Source: an optimization exercise on an open RTL-to-GDS flow (aim: small area, a short achievable clock period and few clock cycles). Production flows keep margins and buffers that such runs may drop. RTL that was checked went through simulation tests only; none was proved equivalent to the original. Power is estimated from default activity; no workload was simulated.

==> inputs of wip/ember <==
// cpu
module cpu(Clk, Reset_N, readM1, address1, data1, readM2, writeM2, address2, data2_in, data2_out, num_inst, output_port, is_halted);
==> flow/config.mk <==
export PLATFORM = sky130hd
export DESIGN_NAME = cpu
export DESIGN_NICKNAME = cpu
export VERILOG_FILES = /design/flow/design.v
export SDC_FILE = /design/flow/constraint.sdc
export NUM_CORES = 4
export LEC_CHECK = 0
export ABC_CLOCK_PERIOD_IN_PS = 3000
export CAP_MARGIN = 20
export CORE_MARGIN = 2
export CORE_UTILIZATION = 40
export SETUP_SLACK_MARGIN = 5
export SLEW_MARGIN = 20
export SYNTH_MEMORY_MAX_BITS = 16384
export TNS_END_PERCENT = 10
==> flow/constraint.sdc <==
create_clock -name core_clock -period 12.0 [get_ports {Clk}]
set_input_delay 2.4000 -clock core_clock [delete_from_list [all_inputs] [get_ports {Clk}]]
set_output_delay 2.4000 -clock core_clock [all_outputs]
set_load 0.01 [all_outputs]
standard.sh (not shown) runs the stock make flow with config.mk's settings and CLKGATE_MAP_FILE= SYNTH_SCRIPT=/design/flow/synth_recipe.tcl, a recipe that flattens the netlist after the stock synthesis.
==> flow/flow/run.sh <==
#!/bin/bash
# The standard layout, with timing repair aimed at a shorter period than
# the clock constraint (the constraint itself is unchanged).
bash standard.sh SETUP_SLACK_MARGIN=8.5 finish > standard.log 2>&1
==> wip/willow: changes against wip/ember <==
--- a/flow/design.v
+++ b/flow/design.v
@@ -75,54 +75,28 @@
 		endcase
 	end
 	wire f_have = vcur || acur;
 	wire [15:0] fw = vcur ? wbuf : warr;
 	wire f_jmp = vcur && ((wbuf[15:12] == 4'd9) || (wbuf[15:12] == 4'd10));
 	wire [15:0] f_jtgt = {pc[15:12], wbuf[11:0]};
 	wire f_jsame = (wbuf[11:2] == cl[9:0]);
 	wire f_jnext = (wbuf[11:2] == cl1[9:0]) && (cl1[13:10] == pc[15:12]);
-	wire [3:0] f_op = fw[15:12];
-	wire [5:0] f_fn = fw[5:0];
+	wire [26:0] dbuf, darr;
+	fdec DBUF (wbuf, dbuf);
+	fdec DARR (warr, darr);
+	wire [26:0] fd = vcur ? dbuf : darr;
 	wire [1:0] f_rs = fw[11:10];
 	wire [1:0] f_rt = fw[9:8];
-	wire f_isR = (f_op == 4'd15);
-	wire f_add = f_isR && f_fn == 6'd0;
-	wire f_sub = f_isR && f_fn == 6'd1;
-	wire f_and = f_isR && f_fn == 6'd2;
-	wire f_orr = f_isR && f_fn == 6'd3;
-	wire f_not = f_isR && f_fn == 6'd4;
-	wire f_tcp = f_isR && f_fn == 6'd5;
-	wire f_shl = f_isR && f_fn == 6'd6;
-	wire f_shr = f_isR && f_fn == 6'd7;
-	wire f_jpr = f_isR && f_fn == 6'd25;
-	wire f_jrl = f_isR && f_fn == 6'd26;
-	wire f_wwd = f_isR && f_fn == 6'd28;
-	wire f_hlt = f_isR && f_fn == 6'd29;
-	wire f_adi = (f_op == 4'd4);
-	wire f_ori = (f_op == 4'd5);
-	wire f_lhi = (f_op == 4'd6);
-	wire f_lwd = (f_op == 4'd7);
-	wire f_swd = (f_op == 4'd8);
-	wire f_bne = (f_op == 4'd0);
-	wire f_beq = (f_op == 4'd1);
-	wire f_bgz = (f_op == 4'd2);
-	wire f_blz = (f_op == 4'd3);
-	wire f_jmpop = (f_op == 4'd9);
-	wire f_jal = (f_op == 4'd10);
-	wire f_alu2 = f_add || f_sub || f_and || f_orr;
-	wire f_alu1 = f_not || f_tcp || f_shl || f_shr;
-	wire f_br = f_bne || f_beq || f_bgz || f_blz;
-	wire f_jr = f_jpr || f_jrl;
-	wire f_def = f_alu2 || f_alu1 || f_jr || f_wwd || f_hlt || f_adi || f_ori || f_lhi
-		|| f_lwd || f_swd || f_br || f_jmpop || f_jal;
-	wire f_wr = f_alu2 || f_alu1 || f_jrl || f_adi || f_ori || f_lhi || f_lwd || f_jal;
-	wire [1:0] f_rd = (f_jal || f_jrl) ? 2'd2 : (f_isR ? fw[7:6] : f_rt);
-	wire f_urs = f_alu2 || f_alu1 || f_jr || f_adi || f_ori || f_lwd || f_swd || f_br;
-	wire f_urt = f_alu2 || f_bne || f_beq;
+	wire f_def = fd[0], f_wr = fd[1], f_lwd = fd[2], f_swd = fd[3], f_hlt = fd[4];
+	wire [1:0] f_rd = fd[6:5];
+	wire f_bne = fd[7], f_beq = fd[8], f_bgz = fd[9], f_blz = fd[10], f_jr = fd[11];
+	wire f_jop = fd[12], f_lnk = fd[13], f_urs = fd[14], f_urt = fd[15];
+	wire f_add = fd[16], f_sub = fd[17], f_tcp = fd[18], f_addi = fd[19], f_and = fd[20];
+	wire f_orr = fd[21], f_ori = fd[22], f_not = fd[23], f_shl = fd[24], f_shr = fd[25], f_lhi = fd[26];
 	wire [1:0] rs = ir[11:10];
 	wire [1:0] rt = ir[9:8];
 	reg [15:0] rfa, rfb;
 	always @(*) begin
 		case (rs)
 			2'd0: rfa = R0; 2'd1: rfa = R1; 2'd2: rfa = R2; default: rfa = R3;
 		endcase
 		case (rt)
@@ -134,17 +108,18 @@
 	wire [15:0] A = ({16{fa1}} & m1res) | ({16{fa2}} & m2res) | ({16{fa3}} & m3res) | ({16{fa0}} & rfa);
 	wire [15:0] B = ({16{fb1}} & m1res) | ({16{fb2}} & m2res) | ({16{fb3}} & m3res) | ({16{fb0}} & rfb);
 	wire st_busy = m1st || m2st || m3st;
 	wire x_stall = xv && ((xurs && (la1 || la2 || la3)) || (xurt && (lb1 || lb2 || lb3)) || (xmem && st_busy));
 	wire x_go = xv && !x_stall;
 	wire [15:0] simm = {{8{ir[7]}}, ir[7:0]};
 	wire [15:0] ax = xtcp ? 16'd0 : A;
 	wire [15:0] ay = xsub ? ~B : (xtcp ? ~A : (xaddi ? simm : B));
-	wire [15:0] sum = ax + ay + {15'd0, (xsub || xtcp)};
+	wire [15:0] sum;
+	add16 ADD (ax, ay, xsub || xtcp, sum);
 	wire [15:0] res = ({16{xadd || xsub || xtcp || xaddi}} & sum)
 		| ({16{xand}} & (A & B))
 		| ({16{xorr}} & (A | B))
 		| ({16{xori}} & (A | simm))
 		| ({16{xnot}} & ~A)
 		| ({16{xshl}} & {A[14:0], 1'b0})
 		| ({16{xshr}} & {A[15], A[15:1]})
 		| ({16{xlhi}} & {ir[7:0], 8'd0})
@@ -246,20 +221,20 @@
 			ir <= fw;
 			xl <= pc_inc;
 			xtop <= pc[15:12];
 			xdef <= f_def; xwr <= f_wr; xld <= f_lwd; xst <= f_swd; xhlt <= f_hlt;
 			xmem <= f_lwd || f_swd;
 			xrd <= f_rd;
 			xbne <= f_bne; xbeq <= f_beq; xbgz <= f_bgz; xblz <= f_blz;
 			xjr <= f_jr;
-			xlnk <= f_jal || f_jrl;
-			xjx <= (f_jmpop || f_jal) && !f_jmp;
+			xlnk <= f_lnk;
+			xjx <= f_jop && !f_jmp;
 			xurs <= f_urs; xurt <= f_urt;
-			xadd <= f_add; xsub <= f_sub; xtcp <= f_tcp; xaddi <= f_adi || f_lwd || f_swd;
+			xadd <= f_add; xsub <= f_sub; xtcp <= f_tcp; xaddi <= f_addi;
 			xand <= f_and; xorr <= f_orr; xori <= f_ori; xnot <= f_not;
 			xshl <= f_shl; xshr <= f_shr; xlhi <= f_lhi;
 			fa1 <= nx1w && xrd == f_rs;
 			fa2 <= !(nx1w && xrd == f_rs) && m1w && m1rd == f_rs;
 			fa3 <= !(nx1w && xrd == f_rs) && !(m1w && m1rd == f_rs) && m2w && m2rd == f_rs;
 			fb1 <= nx1w && xrd == f_rt;
 			fb2 <= !(nx1w && xrd == f_rt) && m1w && m1rd == f_rt;
 			fb3 <= !(nx1w && xrd == f_rt) && !(m1w && m1rd == f_rt) && m2w && m2rd == f_rt;
@@ -349,8 +324,77 @@
 			ninst <= ninst + 16'd1;
 			outp <= rf_rs3;
 		end
 	end
 	assign num_inst = ninst;
 	assign output_port = outp;
 	assign is_halted = m3hlt;
 endmodule
+module fdec(w, o);
+	input [15:0] w;
+	output [26:0] o;
+	wire [3:0] op = w[15:12];
+	wire [5:0] fn = w[5:0];
+	wire isR = (op == 4'd15);
+	wire add = isR && fn == 6'd0;
+	wire sub = isR && fn == 6'd1;
+	wire an = isR && fn == 6'd2;
+	wire orr = isR && fn == 6'd3;
+	wire nt = isR && fn == 6'd4;
+	wire tcp = isR && fn == 6'd5;
+	wire shl = isR && fn == 6'd6;
+	wire shr = isR && fn == 6'd7;
+	wire jpr = isR && fn == 6'd25;
+	wire jrl = isR && fn == 6'd26;
+	wire wwd = isR && fn == 6'd28;
+	wire hlt = isR && fn == 6'd29;
+	wire adi = (op == 4'd4);
+	wire ori = (op == 4'd5);
+	wire lhi = (op == 4'd6);
+	wire lwd = (op == 4'd7);
+	wire swd = (op == 4'd8);
+	wire bne = (op == 4'd0);
+	wire beq = (op == 4'd1);
+	wire bgz = (op == 4'd2);
+	wire blz = (op == 4'd3);
+	wire jmp = (op == 4'd9);
+	wire jal = (op == 4'd10);
+	wire alu2 = add || sub || an || orr;
+	wire alu1 = nt || tcp || shl || shr;
+	wire br = bne || beq || bgz || blz;
+	wire jr = jpr || jrl;
+	wire def = alu2 || alu1 || jr || wwd || hlt || adi || ori || lhi || lwd || swd || br || jmp || jal;
+	wire wr = alu2 || alu1 || jrl || adi || ori || lhi || lwd || jal;
+	wire [1:0] rd = (jal || jrl) ? 2'd2 : (isR ? w[7:6] : w[9:8]);
+	wire urs = alu2 || alu1 || jr || adi || ori || lwd || swd || br;
+	wire urt = alu2 || bne || beq;
+	assign o = {lhi, shr, shl, nt, ori, orr, an, adi || lwd || swd, tcp, sub, add,
+		urt, urs, jal || jrl, jmp || jal, jr, blz, bgz, beq, bne, rd, hlt, swd, lwd, wr, def};
+endmodule
+module add16(a, b, cin, s);
+	input [15:0] a, b;
+	input cin;
+	output [15:0] s;
+	wire [15:0] p = a ^ b;
+	wire [15:0] g0 = a & b;
+	wire [15:0] G1, P1, G2, P2, G3, P3, G4, P4;
+	genvar i;
+	generate
+		for (i = 0; i < 16; i = i + 1) begin : lvl
+			wire gi = (i == 0) ? (g0[0] | (p[0] & cin)) : g0[i];
+			assign G1[i] = (i >= 1) ? (gi | (p[i] & ((i == 1) ? (g0[0] | (p[0] & cin)) : g0[i-1]))) : gi;
+			assign P1[i] = (i >= 1) ? (p[i] & p[i-1]) : p[i];
+		end
+		for (i = 0; i < 16; i = i + 1) begin : l2
+			assign G2[i] = (i >= 2) ? (G1[i] | (P1[i] & G1[i-2])) : G1[i];
+			assign P2[i] = (i >= 2) ? (P1[i] & P1[i-2]) : P1[i];
+		end
+		for (i = 0; i < 16; i = i + 1) begin : l3
+			assign G3[i] = (i >= 4) ? (G2[i] | (P2[i] & G2[i-4])) : G2[i];
+			assign P3[i] = (i >= 4) ? (P2[i] & P2[i-4]) : P2[i];
+		end
+		for (i = 0; i < 16; i = i + 1) begin : l4
+			assign G4[i] = (i >= 8) ? (G3[i] | (P3[i] & G3[i-8])) : G3[i];
+		end
+	endgenerate
+	assign s = p ^ {G4[14:0], cin};
+endmodule
==> flow/flow/run.sh (replaced) <==
#!/bin/bash
# The standard layout, with timing repair aimed at a shorter period than
# the clock constraint (the constraint itself is unchanged).
bash standard.sh SETUP_SLACK_MARGIN=7.9 finish > standard.log 2>&1
Settings changed: ABC_AREA set to 1, ABC_CLOCK_PERIOD_IN_PS 3000 to not set, TNS_END_PERCENT 10 to not set.
==> wip/fjord: changes against wip/ember <==
==> flow/flow/run.sh (replaced) <==
#!/bin/bash
# The standard layout, with timing repair aimed at a shorter period than
# the clock constraint (the constraint itself is unchanged).
bash standard.sh SETUP_SLACK_MARGIN=7.9 finish > standard.log 2>&1
Settings changed: ABC_AREA set to 1, ABC_CLOCK_PERIOD_IN_PS 3000 to not set, CORE_UTILIZATION 40 to 30, TNS_END_PERCENT 10 to not set.
==> run summary <==
The lowest hold slack belongs to wip/ember, the highest to wip/fjord.
Clock skew, highest first: wip/willow, wip/fjord, wip/ember.
Of wip/fjord and wip/ember, wip/fjord has the higher fmax (gap about 3.4%, measured against wip/ember).
In sequential power, wip/fjord and wip/willow hardly differ.
Testbench counts of wip/ember, summed over its fixed seeds: cycles 9,944.
Testbench counts of wip/fjord, summed over its fixed seeds: cycles 9,944.
Function not checked in wip/willow: the RTL went through the layout flow alone.

==> run B: inputs <==
cpu again, from the RTL that the note above started with.
==> flow/design.v (excerpt) <==
module cpu(Clk, Reset_N, readM1, address1, data1, readM2, writeM2, address2, data2_in, data2_out, num_inst, output_port, is_halted);
Settings: LEC_CHECK=0, ABC_AREA=1, CAP_MARGIN=20, CORE_MARGIN=2, CORE_UTILIZATION=40, SETUP_SLACK_MARGIN=5, SLEW_MARGIN=20, SYNTH_MEMORY_MAX_BITS=16384; clock period 12.0 ns.
==> flow/flow/run.sh <==
#!/bin/bash
# The standard layout, with timing repair aimed at a shorter period than
# the clock constraint (the constraint itself is unchanged).
bash standard.sh SETUP_SLACK_MARGIN=7.6 finish > standard.log 2>&1
==> inputs of run A, as changes to run B <==
==> flow/flow/run.sh (replaced) <==
#!/bin/bash
# The standard layout, with timing repair aimed at a shorter period than
# the clock constraint (the constraint itself is unchanged).
bash standard.sh SETUP_SLACK_MARGIN=7.9 finish > standard.log 2>&1
--- a/flow/config.mk
+++ b/flow/config.mk
@@ -9,5 +9,7 @@
 export CAP_MARGIN = 20
 export CORE_MARGIN = 2
-export CORE_UTILIZATION = 40
+export CORE_UTILIZATION = 50
+export CTS_BUF_LIST = sky130_fd_sc_hd__clkbuf_8
+export CTS_CLUSTER_SIZE = 30
 export SETUP_SLACK_MARGIN = 5
 export SLEW_MARGIN = 20
==> inputs of run H, as changes to run B <==
==> flow/flow/run.sh (replaced) <==
#!/bin/bash
# The standard layout, with timing repair aimed at a shorter period than
# the clock constraint (the constraint itself is unchanged).
bash standard.sh SETUP_SLACK_MARGIN=8.2 finish > standard.log 2>&1
--- a/flow/config.mk
+++ b/flow/config.mk
@@ -6,5 +6,5 @@
 export NUM_CORES = 4
 export LEC_CHECK = 0
-export ABC_AREA = 1
+export ABC_CLOCK_PERIOD_IN_PS = 3000
 export CAP_MARGIN = 20
 export CORE_MARGIN = 2
==> run summary <==
Status: run H no timing/DRC/antenna violations; run A no timing/DRC/antenna violations; run B no timing/DRC/antenna violations
Number of clock buffer instances in the layout: run H 81; run A 103; run B 67
Logic inverters: run H 89; run A 303; run B 303
Worst hold slack across all endpoints: run H 0.324 ns; run A 0.325 ns; run B 0.326 ns
Sequential Power Share: run H 0.321; run A 0.303; run B 0.299
Min setup slack post-route: run H 7.86 ns; run A 7.92 ns; run B 7.86 ns
Register area share after synthesis: run H 0.471; run A 0.455; run B 0.455
Number of gates resized after cts: run H 485; run A 21; run B 6
Antenna cell count: run H 0; run A 5; run B 2
Area share of the largest cell type after synthesis: run H 0.240; run A 0.232; run B 0.232
Post-synthesis xor/xnor area fraction: run H 0.0397; run A 0.0153; run B 0.0153
Cts bufs inserted: run H 54; run A 85; run B 55
Clk_skew: run H 0.0637 ns; run A 0.0370 ns; run B 0.0386 ns
Storage element area: run H 0.0120 mm2; run A 0.0120 mm2; run B 0.0120 mm2
Worst-case setup slack after placement: run H 6.86 ns; run A 7.23 ns; run B 7.30 ns
Simple-Gate Fraction of Synth Area: run H 0.125; run A 0.263; run B 0.263
Share of the cycle needed by the critical path after routing: run H 0.345; run A 0.340; run B 0.345
Count of placed standard cells including taps: run H 3425; run A 4262; run B 4437
Testbench counts of run B, summed over its fixed seeds: cycles 9,944.
Testbench counts of run A, summed over its fixed seeds: cycles 9,944.
Testbench counts of run H, summed over its fixed seeds: cycles 9,944.

==> 11-22 <==
Starting RTL as in the previous note.
clock: 12.0 ns
lec_check: 0
abc_clock_period_in_ps: 3000
cap_margin: 20
core_margin: 2
core_utilization: 40
setup_slack_margin: 5
slew_margin: 20
synth_memory_max_bits: 16384
==> flow/flow/run.sh <==
#!/bin/bash
# The standard layout, with timing repair aimed at a shorter period than
# the clock constraint (the constraint itself is unchanged).
bash standard.sh SETUP_SLACK_MARGIN=8.5 finish > standard.log 2>&1
==> 05-27: changes against 11-22 <==
==> flow/flow/run.sh (replaced) <==
#!/bin/bash
# The standard layout, with timing repair aimed at a shorter period than
# the clock constraint (the constraint itself is unchanged).
bash standard.sh SETUP_SLACK_MARGIN=7.9 finish > standard.log 2>&1
--- a/flow/config.mk
+++ b/flow/config.mk
@@ -6,5 +6,5 @@
 export NUM_CORES = 4
 export LEC_CHECK = 0
-export ABC_CLOCK_PERIOD_IN_PS = 3000
+export ABC_AREA = 1
 export CAP_MARGIN = 20
 export CORE_MARGIN = 2
==> 05-03: changes against 11-22 <==
--- a/flow/config.mk
+++ b/flow/config.mk
@@ -6,5 +6,5 @@
 export NUM_CORES = 4
 export LEC_CHECK = 0
-export ABC_CLOCK_PERIOD_IN_PS = 3000
+export ABC_CLOCK_PERIOD_IN_PS = 2000
 export CAP_MARGIN = 20
 export CORE_MARGIN = 2
==> run summary <==
- Maximum frequency: 11-22 is lower than 05-27 (about 1%).
- Non-clock buffer count is the same in 11-22 and 05-03.
- Synthesized cell count: 05-27 is higher than 11-22 (about 40%).
- Against 05-27, the sequential share of layout area of 05-03 is lower by 2.6 points.
- In via count, 11-22 and 05-03 do not differ.
- Worst setup slack is the same in 05-03 and 11-22.
- In final area, 05-03 and 11-22 do not differ.
- Between 05-27 and 11-22, the lower worst hold slack is in 11-22 (gap 0.010 ns).
- In area after synthesis, 05-03 and 11-22 do not differ.
==> figures <==
metric                                                                       05-27            05-03            11-22
Fraction of final layout cells with drive strength greater than 1            7.63%            35.3%            35.3%
Sequential Power                                                           2440 µW          2460 µW          2460 µW
Plain + repair buffers                                                         319              511              511
GRT met3 Usage                                                               4.03%            4.26%            4.26%
Required time at the worst-slack endpoint                                  9.60 ns         12.35 ns         12.35 ns
Die Ht                                                                      261 µm           256 µm           256 µm
Multi-input logic portion of the cell area                                   39.6%            41.5%            41.5%
Crit Path Category                                                         reg2out           in2reg           in2reg
Top metal layer carrying routed signals                                       met4             met5             met5
Final-stage net count                                                        3,858            3,044            3,044
Most instantiated library cell after synthesis                             nand2_1          dfxtp_1          dfxtp_1
Width of the die                                                            261 µm           256 µm           256 µm
Critical hold path startpoint                                      m2rt[1]$_DFF_P_  m1rt[1]$_DFF_P_  m1rt[1]$_DFF_P_
Wire length per cell                                                       21.1 µm          24.7 µm          24.7 µm
Simple-gate share of the synthesized area                                    26.3%            12.5%            12.5%
Via count of the first global-routing pass                                  23,277           22,298           22,298
Post-Synthesis Cell Area                                                26,400 µm²       25,500 µm²       25,500 µm²
Met2 routing resource usage after global routing                             45.9%            44.2%            44.2%
Status                                            no timing/DRC/antenna violations  no timing/DRC/antenna violations  no timing/DRC/antenna violations
Testbench counts of 11-22, summed over its fixed seeds: cycles 9,944.
Testbench counts of 05-27, summed over its fixed seeds: cycles 9,944.
Testbench counts of 05-03, summed over its fixed seeds: cycles 9,944.

what the ideal ports hide:
No port has a modelled driver above. Below, the same layouts with a new extraction and two added sets of constraints. Step 1 sets driving cells, clkbuf_16 on the clock port and buf_2 on the other inputs (assumed; they add their load-dependent delay and slew). Step 2 also shifts input and output timing later by t, the mid clock arrival at the registers, as if the neighbouring blocks saw the same clock. Slacks: ideal ports / drivers / drivers and shift; pairs: ideal ports / drivers.
run	shift t [ns]	setup slack, ns	hold WS [ns]	worst setup path at the end	slew at the worst register clock pin (ns)
wip/ember	0.677	7.852 / 7.852 / 7.421	0.316 / 0.316 / 0.316	input to register	0.07 / 0.07
wip/willow	0.688	7.979 / 7.945 / 7.333	0.325 / 0.325 / 0.325	input to register	0.07 / 0.07
wip/fjord	0.702	7.987 / 7.920 / 7.340	0.326 / 0.326 / 0.326	input to register	0.07 / 0.07
run B	0.689	7.862 / 7.862 / 7.287	0.326 / 0.326 / 0.326	input to register	0.07 / 0.07
run A	0.752	7.916 / 7.899 / 7.283	0.325 / 0.325 / 0.325	input to register	0.07 / 0.07
run H	0.683	7.856 / 7.856 / 7.407	0.324 / 0.324 / 0.324	input to register	0.07 / 0.07
11-22	0.683	7.953 / 7.973 / 7.300	0.315 / 0.315 / 0.315	input to register	0.07 / 0.07
05-27	0.688	7.993 / 7.929 / 7.367	0.326 / 0.326 / 0.326	input to register	0.07 / 0.07
05-03	0.683	7.953 / 7.973 / 7.300	0.315 / 0.315 / 0.315	input to register	0.07 / 0.07
After both steps every run listed still meets setup and hold.
